This design comes from an exercise in tuning for small area on the open sky130 flow, not from production work. The RTL was checked by simulation tests, not by an equivalence proof against the original design. Power figures rest on the tool's default switching activity, not on a simulated workload.

==> exp/yarrow <==
==> flow/design.v <==
module bp_dec5 (
    input  [4:0]  a,
    output [31:0] y
);
assign y = 32'd1 << a;
endmodule
module bp_aoi3 (
    input  [2:0] s,
    input  [2:0] d,
    output       y
);
assign y = ~|(s & d);
endmodule
module bp_aoi2 (
    input  [1:0] s,
    input  [1:0] d,
    output       y
);
assign y = ~|(s & d);
endmodule
module bp_ao32 (
    input  [31:0] s,
    input  [31:0] d,
    output        q
);
wire [10:0] n;
genvar g;
generate
    for (g = 0; g < 10; g = g + 1) begin : g_t
        bp_aoi3 u_t (.s(s[3*g +: 3]), .d(d[3*g +: 3]), .y(n[g]));
    end
endgenerate
bp_aoi2 u_l (.s(s[31:30]), .d(d[31:30]), .y(n[10]));
assign q = ~&n;
endmodule
module bp_bht_upd (
    input  [1:0] q,
    input        lo,
    input        hi,
    input  [1:0] hn,
    output [1:0] d
);
wire ns = ~(lo & hi);
assign d = (q & {2{ns}}) | ({2{lo}} & hn);
endmodule
module tb_dp (
    clk,
    rst_n,
    in_fetch_pc,
    in_fetch_nop,
    in_exe_pc,
    in_exe_nop,
    in_exe_branch_taken,
    in_exe_branch_offset,
    out_pc_offset,
    out_fetch_branch_taken
);
input clk;
input rst_n;
input in_fetch_nop;
input [31:0] in_fetch_pc;
input in_exe_nop;
input [31:0] in_exe_pc;
input in_exe_branch_taken;
input [31:0] in_exe_branch_offset;
output [31:0] out_pc_offset;
output out_fetch_branch_taken;
reg [1:0]  bht_entry [0:127];
reg [31:0] btb_entry [0:31];
reg [24:0] btb_tag   [0:31];
wire upd   = !in_exe_nop;
wire taken = in_exe_branch_taken;
wire [31:0] f_dec;
bp_dec5 u_fdec (.a(in_fetch_pc[6:2]), .y(f_dec));
wire [31:0] rd_tgt;
wire [24:0] rd_tag;
wire [3:0]  rd_bht;
genvar i, b;
generate
    for (b = 0; b < 32; b = b + 1) begin : g_rtgt
        wire [31:0] col;
        for (i = 0; i < 32; i = i + 1) begin : g_c
            assign col[i] = btb_entry[i][b];
        end
        bp_ao32 u_ao (.s(f_dec), .d(col), .q(rd_tgt[b]));
    end
    for (b = 0; b < 25; b = b + 1) begin : g_rtag
        wire [31:0] col;
        for (i = 0; i < 32; i = i + 1) begin : g_c
            assign col[i] = btb_tag[i][b];
        end
        bp_ao32 u_ao (.s(f_dec), .d(col), .q(rd_tag[b]));
    end
    for (b = 0; b < 4; b = b + 1) begin : g_rbht
        wire [31:0] col;
        for (i = 0; i < 32; i = i + 1) begin : g_c
            assign col[i] = bht_entry[b*32+i][1];
        end
        bp_ao32 u_ao (.s(f_dec), .d(col), .q(rd_bht[b]));
    end
endgenerate
assign out_pc_offset = rd_tgt;
assign out_fetch_branch_taken = rd_bht[in_fetch_pc[8:7]] && (rd_tag == in_fetch_pc[31:7]);
wire [31:0] e_dec;
bp_dec5 u_edec (.a(in_exe_pc[6:2]), .y(e_dec));
wire [7:0] e_grp;
generate
    for (b = 0; b < 8; b = b + 1) begin : g_ebht
        wire [31:0] col;
        for (i = 0; i < 32; i = i + 1) begin : g_c
            assign col[i] = bht_entry[(b>>1)*32+i][b&1];
        end
        bp_ao32 u_ao (.s(e_dec), .d(col), .q(e_grp[b]));
    end
endgenerate
wire [1:0] e_cnt = {e_grp[{in_exe_pc[8:7], 1'b1}], e_grp[{in_exe_pc[8:7], 1'b0}]};
wire [1:0] e_nxt = taken ? ((e_cnt == 2'b11) ? e_cnt : e_cnt + 2'b01)
                         : ((e_cnt == 2'b00) ? e_cnt : e_cnt - 2'b01);
wire [3:0] e_hi = {4{upd}} & (4'd1 << in_exe_pc[8:7]);
generate
    for (i = 0; i < 128; i = i + 1) begin : g_bht
        wire [1:0] d;
        bp_bht_upd u_upd (.q(bht_entry[i]), .lo(e_dec[i%32]), .hi(e_hi[i/32]),
                          .hn({2{e_hi[i/32]}} & e_nxt), .d(d));
        always @(posedge clk or negedge rst_n) begin
            if (!rst_n)
                bht_entry[i] <= 2'b00;
            else
                bht_entry[i] <= d;
        end
    end
    for (i = 0; i < 32; i = i + 1) begin : g_btb
        always @(posedge clk) begin
            if (upd && taken && e_dec[i]) begin
                btb_entry[i] <= in_exe_branch_offset;
                btb_tag[i]   <= in_exe_pc[31:7];
            end
        end
    end
endgenerate
endmodule
==> flow/flow/run.sh <==
#!/bin/bash
# Own layout flow: the standard flow (standard.sh) from synthesis to the
# final layout, with two changes passed to ORFS through its environment:
#  - port buffers use the smallest buffer cell (every port still gets one);
#  - clock tree synthesis uses clkbuf_8 only, at most 14 sinks per leaf buffer and no
#    dummy loads, which makes the clock tree much smaller.
# Each make/openroad run writes its own logs under orfs/logs; the full make
# output also goes to flow_make.log in the work folder.
set -euo pipefail
export BUFFER_PORTS_ARGS="-buffer_cell sky130_fd_sc_hd__buf_1"
export CTS_ARGS="-sink_clustering_enable -repair_clock_nets -dont_use_dummy_load -buf_list sky130_fd_sc_hd__clkbuf_8 -sink_clustering_size 14 -sink_clustering_max_diameter 60"
bash standard.sh > flow_make.log 2>&1
==> flow/standard.sh <==
#!/bin/bash
# synth_recipe.tcl (not shown) runs the flow's synth.tcl, then flattens the netlist and writes it again
# the make line also repeats each setting of config.mk as NAME=value (left out here)
make -C /OpenROAD-flow-scripts/flow DESIGN_CONFIG=/design/flow/config.mk WORK_HOME=/design/flow/orfs CLKGATE_MAP_FILE= SYNTH_SCRIPT=/design/flow/synth_recipe.tcl "${@:-finish}"
==> flow/config.mk <==
export PLATFORM = sky130hd
export DESIGN_NAME = tb_dp
export DESIGN_NICKNAME = tb_dp
export VERILOG_FILES = /design/flow/design.v
export SDC_FILE = /design/flow/constraint.sdc
export NUM_CORES = 4
export LEC_CHECK = 0
export CAP_MARGIN = 20
export CORE_MARGIN = 2
export CORE_UTILIZATION = 60
export SETUP_SLACK_MARGIN = 0.1
export SLEW_MARGIN = 20
export SYNTH_HIERARCHICAL = 1
==> flow/constraint.sdc <==
create_clock -name core_clock -period 10.0 [get_ports {clk}]
set_input_delay 2.0000 -clock core_clock [delete_from_list [all_inputs] [get_ports {clk}]]
set_output_delay 2.0000 -clock core_clock [all_outputs]
set_load 0.01 [all_outputs]
==> inputs of exp/garnet, as changes to exp/yarrow <==
==> flow/run.sh (new file) <==
#!/bin/bash
# synth_recipe.tcl (not shown) runs the flow's synth.tcl, then flattens the netlist and writes it again
# the make line also repeats each setting of config.mk as NAME=value (left out here)
make -C /OpenROAD-flow-scripts/flow DESIGN_CONFIG=/design/flow/config.mk WORK_HOME=/design/flow/orfs CLKGATE_MAP_FILE= SYNTH_SCRIPT=/design/flow/synth_recipe.tcl finish
--- a/flow/config.mk
+++ b/flow/config.mk
@@ -8,6 +8,7 @@
 export CAP_MARGIN = 20
 export CORE_MARGIN = 2
 export CORE_UTILIZATION = 60
+export CTS_BUF_LIST = sky130_fd_sc_hd__clkbuf_4 sky130_fd_sc_hd__clkbuf_8
 export SETUP_SLACK_MARGIN = 0.1
 export SLEW_MARGIN = 20
 export SYNTH_HIERARCHICAL = 1
removed: flow/flow/run.sh
removed: flow/standard.sh
==> summary.log <==
qor: routing.per_cell_via_count_in_the_routed_design 7.72
qor: outcome.result_of_the_run timing/DRC/antenna clean
qor: worst_setup_path.worst-endpoint-arrival 6.49 ns
qor: layout.final_net_count 4257
qor: routing.detail_route.iter0.violations 9694
qor: timing.finalCriticalPeriod 8.49 ns
qor: worst_setup_path.critical_path.slowest_cell nor2_4
qor: placement.final_wtd_congestion 0.833
qor: global_routing.grt_pass1_vias 43438
qor: power.static-leakage-power 26.1 nW
[end of results for exp/yarrow]
==> summary.log <==
qor: placement.final_wtd_congestion 0.916
qor: worst_setup_path.critical_path.slowest_cell nor4_1
qor: global_routing.grt_pass1_vias 44899
qor: power.static-leakage-power 28.4 nW
qor: routing.per_cell_via_count_in_the_routed_design 7.44
qor: timing.finalCriticalPeriod 9.34 ns
qor: outcome.result_of_the_run timing/DRC/antenna clean
qor: routing.detail_route.iter0.violations 9591
qor: cts.cts.sinks 2080
[end of results for exp/garnet]

[separate check: timing with driven ports]
How much do the figures lean on ideal ports? The routed layouts below were timed once more, with nothing changed but the port constraints.
Step 1 sets driving cells, clkbuf_16 on the clock port and buf_2 on the other inputs (assumed; they add their load-dependent delay and slew).
Step 2 also shifts input and output timing later by t, the mid clock arrival at the registers, as if the neighbouring blocks saw the same clock.
a / b / c = ideal / step 1 / step 2; a / b = the first two.
| run | t, ns | setup slack, ns | hold slack, ns | worst slew at a driven data input, ns | cell pins on the clock port's net |
|---|---|---|---|---|---|
| exp/yarrow | 0.962 | 1.510 / 1.386 / 1.386 | 0.506 / 0.506 / 0.506 | 0.25 | 1 |
| exp/garnet | 1.061 | 0.661 / 0.502 / 0.502 | 0.498 / 0.498 / 0.498 | 0.19 | 1 |
After both steps every run listed still meets setup and hold. The setup slack of exp/garnet, which loses most, moves by -0.159 ns with the drivers and by -0.159 ns with both steps.
